Background: an optimization exercise with open tools, aiming at small area, a short achievable clock period and few clock cycles per item. Do not read the settings as production practice. Where RTL was checked, it was by simulation tests only, not by an equivalence proof against the original. The RTL of runs 2 and 3 was laid out without a check of its function. Power is estimated from default activity; no workload was simulated.

## flow/design.v (module list and top-level ports; edited modules follow where they fit)
// module FP16_MAC_pipeline: 1055 lines
module FP16_MAC_pipeline(
    input [15:0]data_k,
    input [15:0]data_x,
    input [15:0]data_b,
    input rst,
    input input_valid,
    input clk,
    input [1:0]opcode,
    output reg [15:0]data_o,
    output reg output_up,
    output reg [1:0]opcode_o
    );
  // ...
==> flow/run.sh <==
#!/bin/bash
# synth_recipe.tcl (not shown) runs the flow's synth.tcl, then flattens the netlist and writes it again
# the make line also repeats each setting of config.mk as NAME=value (left out here)
make -C /OpenROAD-flow-scripts/flow DESIGN_CONFIG=/design/flow/config.mk WORK_HOME=/design/flow/orfs CLKGATE_MAP_FILE= SYNTH_SCRIPT=/design/flow/synth_recipe.tcl finish
==> flow/config.mk <==
export PLATFORM = sky130hd
export DESIGN_NAME = FP16_MAC_pipeline
export DESIGN_NICKNAME = FP16_MAC_pipeline
export VERILOG_FILES = /design/flow/design.v
export SDC_FILE = /design/flow/constraint.sdc
export NUM_CORES = 4
export LEC_CHECK = 0
export CAP_MARGIN = 20
export CORE_MARGIN = 2
export CORE_UTILIZATION = 60
export SETUP_SLACK_MARGIN = 3.5
export SLEW_MARGIN = 20
==> flow/constraint.sdc <==
create_clock -name core_clock -period 6.0 [get_ports {clk}]
set_input_delay 1.2000 -clock core_clock [delete_from_list [all_inputs] [get_ports {clk}]]
set_output_delay 1.2000 -clock core_clock [all_outputs]
set_load 0.01 [all_outputs]
==> results.sh, run 1 <==
export IMPL_status="complete, no violations"
export IMPL_grt_use_met1_pct=31.1
export IMPL_slew_limit_headroom_pct=35.1
export IMPL_fin_cells=2452
export IMPL_drv_slew=0
export IMPL_flops_and_latches=402
export IMPL_cp_start_kind="flop"
export IMPL_rows=64
export IMPL_wl_met2_um=24500
export IMPL_post_route_cells_drive_above_1_share_pct=22.4
export IMPL_wirelength_um=47700
export IMPL_grt_pass1_wl_um=74800
export IMPL_rsz0062_at_grt="true"
export IMPL_netlist_area_leader_share_pct=43.0
export IMPL_finalCritPeriodShare_pct=47.3
export IMPL_clockPowerShare_pct=18.6
export IMPL_nFillCells=2052
export IMPL_seq_share_pct=35.3
export IMPL_synth_mux_area_share_pct=6.14
export IMPL_pre_cts_ws_ns=2.52
export IMPL_reg2reg_depth=11
export IMPL_postCtsSetupBuffers=61
export IMPL_internal_power_mw=8.59
export IMPL_dp_cells=2273
export IMPL_drcViolationCount=0
export IMPL_hpwl_um=32900
export IMPL_cp_arrival_ns=3.27
export IMPL_synth_compound_area_share_pct=14.8
export IMPL_grt_max_degree=35
export IMPL_ys_flop_type="dfxtp_1"
export IMPL_pg_clk_mw=2.68
export IMPL_worst_slack_ns=3.16
export IMPL_comb_cell_power_mw=7.04
export IMPL_holdCritStartpoint="mb_r2[8]$_DFF_P_"
export IMPL_met3_usage_pct=3.66
export IMPL_p_seq_mw=4.65
export IMPL_drt_iter0_markers=883
export IMPL_power_switching_mw=5.79
export IMPL_seqCellArea_um2=8180
export IMPL_crit_start="dz_r3$_DFF_P_"
export IMPL_yosys_top_cells_area="dfxtp_1 (43%), ha_1 (6.2%), xnor2_1 (4.8%)"
export IMPL_post_drt_wl_per_cell_um=19.5
export IMPL_met2_usage_pct=52.8
Testbench counts, summed over its fixed seeds: cycles 2,112, items 2,048.
==> run 2: changes to the inputs <==
--- a/flow/design.v
+++ b/flow/design.v
@@ -617,72 +617,68 @@
         sb_r2 <= sb_r1;
         sp_r2 <= sp_r1;
         sub_r2 <= sub_r1;
         v_r2 <= v_r1 & ~rst;
     end
     wire [21:0] p_2;
     assign p_2 = {hs111_r2, fs109_r2, fs107_r2, fs105_r2, fs103_r2, fs101_r2, fs99_r2, fs97_r2, fs95_r2, fs93_r2, fs91_r2, fs89_r2, fs87_r2, fs85_r2, fs83_r2, fs81_r2, fs79_r2, fs77_r2, hs75_r2, bn1_r2, pp0_1_r2, pp0_0_r2} + {fc110_r2, fc108_r2, fc106_r2, fc104_r2, fc102_r2, fc100_r2, fc98_r2, fc96_r2, fc94_r2, fc92_r2, fc90_r2, fc88_r2, fc86_r2, fc84_r2, fc82_r2, fc80_r2, fc78_r2, hc76_r2, hc74_r2, hs73_r2, 1'b0, bn0_r2};
     wire [4:0] ad_2;
-    wire dpos_2;
-    wire dz_2;
+    wire ph_2;
     wire bA_2;
     wire eA_2;
     wire bB_2;
     wire eB_2;
     wire signed [6:0] dd_ctl2 = e0_r2 - {2'b00, eb_r2};
     wire [6:0] nd_ctl2 = -dd_ctl2;
-    assign dpos_2 = dd_ctl2 > 7'sd0;
-    assign dz_2 = dd_ctl2 == 7'sd0;
+    assign ph_2 = ~dd_ctl2[6];
     assign ad_2 = dd_ctl2[6] ? nd_ctl2[4:0] : dd_ctl2[4:0];
     assign bA_2 = dd_ctl2 >= 7'sd22;
     assign eA_2 = dd_ctl2 == 7'sd21;
     assign bB_2 = dd_ctl2 <= -7'sd23;
     assign eB_2 = dd_ctl2 == -7'sd22;
     reg [4:0] ad_r3;
     reg bA_r3;
     reg bB_r3;
-    reg dpos_r3;
-    reg dz_r3;
     reg [6:0] e0_r3;
     reg eA_r3;
     reg eB_r3;
     reg [4:0] eb_r3;
     reg [10:0] mb_r3;
     reg [1:0] op_r3;
     reg [21:0] p_r3;
+    reg ph_r3;
     reg sb_r3;
     reg sp_r3;
     reg sub_r3;
     reg v_r3;
     always @(posedge clk) begin
         ad_r3 <= ad_2;
         bA_r3 <= bA_2;
         bB_r3 <= bB_2;
-        dpos_r3 <= dpos_2;
-        dz_r3 <= dz_2;
         e0_r3 <= e0_r2;
         eA_r3 <= eA_2;
         eB_r3 <= eB_2;
         eb_r3 <= eb_r2;
         mb_r3 <= mb_r2;
         op_r3 <= op_r2;
         p_r3 <= p_2;
+        ph_r3 <= ph_2;
         sb_r3 <= sb_r2;
         sp_r3 <= sp_r2;
         sub_r3 <= sub_r2;
         v_r3 <= v_r2 & ~rst;
     end
     wire [32:0] pv_3;
     wire [21:0] gv_3;
     wire [6:0] eh_3;
     wire zs_3;
     wire sh_3;
     wire p21_align3 = p_r3[21];
-    wire ph_align3 = dpos_r3 | (dz_r3 & p21_align3);
+    wire ph_align3 = ph_r3;
     wire [21:0] pp_align3 = {p_r3[21:1], p_r3[0] & ~p21_align3};
     wire big_align3 = ph_align3 ? (bA_r3 | (eA_r3 & p21_align3)) : (bB_r3 | (eB_r3 & ~p21_align3));
     wire [21:0] hi_align3 = ph_align3 ? pp_align3 : {1'b0, mb_r3, 10'd0};
     wire [32:0] lo0_align3 = ph_align3 ? {1'b0, mb_r3, 21'd0} : {pp_align3, 11'd0};
     wire [32:0] lo1_align3 = lo0_align3 >> ad_r3;
     assign zs_3 = ph_align3 & p21_align3;
     wire [32:0] lx_align3 = {1'b0, (big_align3 ? 32'd0 : {lo1_align3[31:1], lo1_align3[0] & ~zs_3})} ^ {33{sub_r3}};
     wire [32:0] hx_align3 = {hi_align3, 11'd0};
==> results.sh, run 2 <==
export IMPL_status="complete, no violations"
export IMPL_clk_latency_ns=0.53
export IMPL_place_area_um2=19400
export IMPL_layout_min_cycle_time_ns=2.66
export IMPL_die_w_um=180
export IMPL_slew_limit_headroom_pct=38.4
export IMPL_drcViolationCount=0
export IMPL_root_buffer="clkbuf_16"
export IMPL_crit_path_cell_trace="a21oi_2, o21bai_1, a221o_2, o31ai_4, a2111oi_4, buf_4, o31ai_4, buf_6, nand2_8, a221o_1, xnor2_1"
export IMPL_crit_top_cell="o31ai_4"
export IMPL_stdcell_area_um2=22900
export IMPL_ys_ff_latch=401
export IMPL_setup_viol=0
export IMPL_p_comb_share_pct=46.9
export IMPL_netlist_area_leader_share_pct=43.3
export IMPL_mostFrequentLayoutCells="dfxtp_1 (344), nand2_1 (136), xnor2_1 (112)"
export IMPL_syn_to_final_growth_pct=23.5
export IMPL_powerDensity_nw_per_um2=601
export IMPL_wirelength_um=47400
export IMPL_synth_edff_count=0
export IMPL_path_class="flop to flop"
export IMPL_clkTransAtPathRegs_ns=0.06
export IMPL_p_sw_share_pct=39.7
export IMPL_tightest_slew_ns=0.924
export IMPL_top_regs="a_r5: 34 flops, a_r6: 34 flops, pv_r4: 33 flops"
export IMPL_clockBufferDepth=3
export IMPL_core_um2=30500
export IMPL_drtPass1Iterations=7
export IMPL_syn_num_nets=2052
export IMPL_yosysTopAreaCell="dfxtp_1"
export IMPL_cp_max_fo=10
export IMPL_grt_usage_pct=27.6
export IMPL_max_cap_viol_count=0
export IMPL_yosys_top_cells_area="dfxtp_1 (43%), ha_1 (6.3%), xnor2_1 (5.6%)"
export IMPL_nNetsFinal=2174
export IMPL_num_io_pins=72
export IMPL_overflow=0
export IMPL_power_switching_mw=5.47
export IMPL_drt_iter0_markers=846
export IMPL_utilization_pct=75.0
export IMPL_seq_area_frac_synth_pct=43.3
export IMPL_seq_power_share_pct=34.1
export IMPL_gp_congestion=0.898
export IMPL_hold_path_class="flop to flop"
export IMPL_cts_sinks=401
export IMPL_max_stage_delay_ns=0.40
export IMPL_grt_pass1_wl_um=72400
export IMPL_critPathSlowestCell="a221o_2"
export IMPL_nFillCells=2103
export IMPL_die_y_um=180
export IMPL_finalHoldViolCount=0
export IMPL_cp_start_kind="flop"
export IMPL_yosysMostFrequentCell="dfxtp_1"
export IMPL_antenna_left=0
export IMPL_cp_required_ns=6.42
export IMPL_cp_end_kind="flop"
export IMPL_io_buffers=71
export IMPL_whs_ns=0.319
export IMPL_route_detailed_vias_per_inst=5.91
export IMPL_antenna_cells=0
export IMPL_htreeDepth=2
export IMPL_fin_skew_ns=0.0141
export IMPL_dieArea_um2=32300
export IMPL_ys_types=89
export IMPL_cp_arrival_ns=3.08
export IMPL_synth_avg_cell_area_um2=9.95
export IMPL_syn_inst=1863
export IMPL_vias=14200
export IMPL_ys_flop_type="dfxtp_1"
export IMPL_grt_pass1_vias=13900
export IMPL_post_route_cells_drive_above_1_share_pct=23.7
export IMPL_internal_power_mw=8.29
export IMPL_post_drt_wl_per_cell_um=19.7
export IMPL_peakVddDrop_uv=390
export IMPL_finalPower_mw=13.8
export IMPL_antenna_found_initial=0
export IMPL_hpwl_um=31900
export IMPL_cts_made_buffers=41
export IMPL_grt_max_degree=43
export IMPL_rsz0062_at_grt="true"
export IMPL_tritoncts="done"
export IMPL_syn_area_um2=18500
export IMPL_start_util_pct=60.8
export IMPL_clockPowerShare_pct=19.0
export IMPL_fin_tns_setup_ns=0
export IMPL_rows=64
export IMPL_cts_hold_fix_buffers=0
export IMPL_drv_slew=0
export IMPL_async_flop_share_pct=0
export IMPL_finalCritPeriodShare_pct=44.4
export IMPL_yosysWarningCount=1
export IMPL_timing_fmax_mhz=375
export IMPL_power_leakage_nw=9.34
export IMPL_synth_common_cells="dfxtp_1 (401), nand2_1 (141), xnor2_1 (119)"
export IMPL_final_common_cell="dfxtp_1"
==> run 2: area by class of cell <==
type / instances / area [um2] / share of cell area (%)
Timing Repair inverter: 1 / 7.51 / 0.0328
Tap cell: 396 / 495 / 2.16
Sequential cell: 401 / 8170 / 35.7
Multi-Input combinational cell: 1263 / 10700 / 46.9
Clock buffer: 52 / 1190 / 5.20
Inverter: 97 / 383 / 1.67
Timing Repair Buffer: 180 / 1680 / 7.35
Clock inverter: 22 / 231 / 1.01
==> run 2: critical path: cells and delay by family, from the launching register on <==
kind                      cells  cell delay [ns]
and+or+nand+nor               1             0.10
DFF                           1             0.35
buffers and inverters         2             0.34
AOI/OAI and AO/OA             7             1.64
xor gates and xnor gates      1             0.13
==> run 2: repair_timing <==
action | CTS | global route
setup endpoints to repair | 148 | 102
buffers inserted | 42 | 59
pin swaps | 53 | 96
gates resized for setup | 171 | 189
gates cloned | 5 | 1
==> run 2: power groups by stage <==
stage                     Combinational (mW)  Sequential [mW]  Clock, mW
after floorplan                         4.20             4.13          0
after global placement                  5.09             4.64          0
after detailed placement                5.16             4.66          0
after CTS                               5.79             4.64       2.65
after global routing                    7.08             4.79       2.76
final                                   6.45             4.69       2.62
==> run 2: routing by layer <==
layer / wire, um / global-route usage, % / up-vias
met3: 2270 / 3.26 / 139
met4: 2190 / 11.9 / 0
met2: 23800 / 48.7 / 464
met5: 0 / 0 / -
li1: - / - / 6780
met1: 19200 / 34.0 / 6863
==> run 2: logic make-up (layout without fill, tap and decap cells) <==
logic type,count (synthesis),in the layout,synth area share [%]
AO/OA/AOI/OAI,416,419,15.0
multiplexers,99,99,6.68
flip-flops,401,401,43.3
XOR/XNOR,177,177,8.36
adder cells (fa/ha/maj),136,136,10.9
buffers and inverters,202,352,4.36
AND/OR/NAND/NOR,432,432,11.4
==> run 2: final timing paths <==
kind,slack (ns),end,startpoint,cells past startpoint
max,3.34,a_r5[24]$_DFF_P_,pv_r4[22]$_DFF_P_,11
min,0.32,eh_r5[2]$_DFF_P_,eh_r4[2]$_DFF_P_,0
max reg2reg,3.34,a_r5[24]$_DFF_P_,pv_r4[22]$_DFF_P_,11
min reg2reg,0.32,eh_r5[2]$_DFF_P_,eh_r4[2]$_DFF_P_,0
==> run 2: per-stage QoR <==
| stage | instances | worst slack (ns) |
|---|---|---|
| 6_report | 2412 | 3.34 |
| 5_1_grt | 2412 | 3.20 |
| 4_1_cts | 2352 | 3.31 |
| 3_5_place_dp | 2231 | 2.28 |
| 3_3_place_gp | 2231 | 2.34 |
| 2_1_floorplan | 1863 | 3.50 |
==> run 3: changes to the inputs <==
--- a/flow/config.mk
+++ b/flow/config.mk
@@ -10,2 +10,4 @@
 export CORE_UTILIZATION = 60
+export CTS_CLUSTER_DIAMETER = 80
+export CTS_CLUSTER_SIZE = 30
 export SETUP_SLACK_MARGIN = 3.5
==> results.sh, run 3 <==
export IMPL_drcViolationCount=0
export IMPL_drt_iter0_markers=887
export IMPL_hold_path_class="flop to flop"
export IMPL_final_common_cell="dfxtp_1"
export IMPL_yosysMostFrequentCell="dfxtp_1"
export IMPL_vias=14000
export IMPL_antenna_cells=0
export IMPL_grt_usage_pct=27.2
export IMPL_cp_start_kind="flop"
export IMPL_clk_latency_ns=0.55
export IMPL_synth_avg_cell_area_um2=9.95
export IMPL_clkTransAtPathRegs_ns=0.11
export IMPL_critPathSlowestCell="dfxtp_4"
export IMPL_cp_required_ns=6.49
export IMPL_grt_pass1_wl_um=71800
export IMPL_die_y_um=180
export IMPL_max_stage_delay_ns=0.37
export IMPL_grt_max_degree=43
export IMPL_gp_congestion=0.898
export IMPL_ys_flop_type="dfxtp_1"
export IMPL_async_flop_share_pct=0
export IMPL_yosysWarningCount=1
export IMPL_finalHoldViolCount=0
export IMPL_path_class="flop to flop"
export IMPL_rsz0062_at_grt="true"
export IMPL_cts_made_buffers=20
export IMPL_cp_top_family="compound AO/OA/AOI/OAI gates"
export IMPL_hpwl_um=31900
export IMPL_drtPass1Iterations=5
export IMPL_antenna_left=0
export IMPL_dieArea_um2=32300
export IMPL_io_buffers=71
export IMPL_wirelength_um=46200
export IMPL_syn_area_um2=18500
export IMPL_syn_to_final_growth_pct=20.6
export IMPL_root_buffer="clkbuf_16"
export IMPL_cp_end_kind="flop"
export IMPL_timing_fmax_mhz=361
export IMPL_worst_slack_ns=3.23
export IMPL_syn_inst=1863
export IMPL_nNetsFinal=2152
export IMPL_fin_skew_ns=0.0271
export IMPL_start_util_pct=60.8
export IMPL_synth_common_cells="dfxtp_1 (401), nand2_1 (141), xnor2_1 (119)"
export IMPL_num_io_pins=72
export IMPL_rows=64
export IMPL_tritoncts="done"
export IMPL_setup_viol=0
export IMPL_ys_ff_latch=401
export IMPL_cp_arrival_ns=3.26
export IMPL_pre_cts_ws_ns=2.28
export IMPL_seq_area_frac_synth_pct=43.3
export IMPL_synth_edff_count=0
export IMPL_cts_sinks=401
export IMPL_drv_slew=0
export IMPL_cp_max_fo=5
export IMPL_mostFrequentLayoutCells="dfxtp_1 (337), nand2_1 (135), xnor2_1 (114)"
export IMPL_critPathBufInv=4
export IMPL_syn_num_nets=2052
export IMPL_slew_limit_headroom_pct=28.9
export IMPL_peakVddDrop_uv=291
export IMPL_clockBufferDepth=3
export IMPL_fin_tns_setup_ns=0
export IMPL_power_leakage_nw=8.98
export IMPL_post_drt_wl_per_cell_um=19.5
export IMPL_htreeDepth=1
export IMPL_antenna_found_initial=0
export IMPL_netlist_area_leader_share_pct=43.3
export IMPL_overflow=0
export IMPL_powerDensity_nw_per_um2=583
export IMPL_core_um2=30500
export IMPL_ys_types=89
export IMPL_yosysTopAreaCell="dfxtp_1"
export IMPL_tightest_slew_ns=1.06
export IMPL_post_route_cells_drive_above_1_share_pct=23.4
export IMPL_status="complete, no violations"
export IMPL_max_cap_viol_count=0
export IMPL_grt_pass1_vias=13600
export IMPL_die_w_um=180
export IMPL_top_regs="a_r5: 34 flops, a_r6: 34 flops, pv_r4: 33 flops"
export IMPL_crit_path_cell_trace="a211oi_4, o21bai_2, and3_4, o31ai_4, a2111oi_4, buf_4, o31ai_4, buf_6, buf_12, buf_12, nand2_8, a311o_1, nor2_1"
export IMPL_yosys_top_cells_area="dfxtp_1 (43%), ha_1 (6.3%), xnor2_1 (5.6%)"
export IMPL_layout_min_cycle_time_ns=2.77
export IMPL_finalCritPeriodShare_pct=46.1
export IMPL_route_detailed_vias_per_inst=5.92
[run 3: cell counts after synthesis]
Identical to the previous run, type by type.
[run 3: layout make-up]
type                            instances  area, um2
Timing Repair inverter                  1       7.51
Multi-Input combinational cell       1263      10900
Fill cell                            2165       8160
Timing Repair Buffer                  179       1700
Inverter                               97        383
Tap cell                              396        495
Sequential cell                       401       8200
Clock buffer                           22        529
Clock inverter                          9        175
[run 3: routing by layer]
metal	global-route usage [%]	wire, um
met1	33.8	18800
met2	47.1	23000
met3	3.38	2210
met4	12.7	2230
met5	0	0
[run 3: report_power, final]
group | leakage, nW | internal (mW) | switching (mW)
logic | 5.26 | 3.17 | 3.49
clock network | 0.343 | 0.767 | 0.891
registers | 3.38 | 3.68 | 1.03
[run 3: timing repair]
| action | CTS | global route |
|---|---|---|
| setup buffers | 56 | 44 |
| gates cloned | 5 | 1 |
| endpoints found under the setup margin | 146 | 105 |
| resized for setup | 190 | 216 |
| hold buffers | 0 | 0 |
| pin swaps | 51 | 100 |
[run 3: worst register-to-register path: stages, from the launching register on]
cell and delay, ns:
dfxtp_4 0.37, a211oi_4 0.26, o21bai_2 0.13, and3_4 0.23
o31ai_4 0.34, a2111oi_4 0.12, buf_4 0.17, o31ai_4 0.22
buf_6 0.16, buf_12 0.11, buf_12 0.10, nand2_8 0.07
a311o_1 0.33, nor2_1 0.10
[run 3: logic make-up (layout without fill, tap and decap cells)]
logic type,Yosys count,in the layout,synth area share (%)
flip-flops,401,401,43.3
AO/OA/AOI/OAI,416,418,15.0
AND/OR/NAND/NOR,432,433,11.4
adder cells (fa/ha/maj),136,136,10.9
multiplexers,99,99,6.68
XOR/XNOR,177,177,8.36
buffers and inverters,202,308,4.36
[run 3: metrics by stage]
| step | power, mW | utilization [%] | cells | instance area (um2) | hold WS [ns] |
|---|---|---|---|---|---|
| 5_1_grt | 13.9 | 73.3 | 2368 | 22400 | 0.314 |
| 4_1_cts | 12.2 | 69.5 | 2323 | 21200 | 0.309 |
| 3_5_place_dp | 9.82 | 63.6 | 2231 | 19400 | 0.312 |
| 6_report | 13.0 | 73.3 | 2368 | 22400 | 0.307 |
| 3_3_place_gp | 9.74 | 63.6 | 2231 | 19400 | 0.311 |
| 2_1_floorplan | 8.32 | - | 1863 | 18600 | 0.310 |
[run 3: worst paths after layout]
kind / start / end / slack, ns / cells after the start
max: pv_r4[12]$_DFF_P_ / a_r5[20]$_DFF_P_ / 3.23 / 13
min: sb_r2$_DFF_P_ / sb_r3$_DFF_P_ / 0.31 / 0
max reg2reg: pv_r4[12]$_DFF_P_ / a_r5[20]$_DFF_P_ / 3.23 / 13
min reg2reg: sb_r2$_DFF_P_ / sb_r3$_DFF_P_ / 0.31 / 0

[separate check: timing with driven ports]
How much do the figures lean on ideal ports? The routed layouts below were timed once more, with nothing changed but the port constraints. Step 1: set_driving_cell puts a clkbuf_16 on clk and a buf_2 on each other input, an assumption about the parent block. Step 2 also shifts input and output timing later by t, the mid clock arrival at the registers, as if the neighbouring blocks saw the same clock. Slacks: ideal ports / drivers / drivers and shift; pairs: ideal ports / drivers.
run | t, ns | setup WS [ns] | hold slack, ns | worst setup path at the end | worst data-port slew with drivers (ns)
run 1 | 0.590 | 3.163 / 3.163 / 3.045 | 0.318 / 0.318 / 0.318 | input to register | 0.04
run 2 | 0.581 | 3.336 / 3.336 / 3.035 | 0.319 / 0.319 / 0.319 | input to register | 0.04
run 3 | 0.590 | 3.233 / 3.233 / 3.047 | 0.307 / 0.307 / 0.307 | input to register | 0.04
After both steps every run listed still meets setup and hold. For run 2, which loses most, drivers alone change the setup slack by 0.000 ns; drivers and shift together by -0.301 ns.
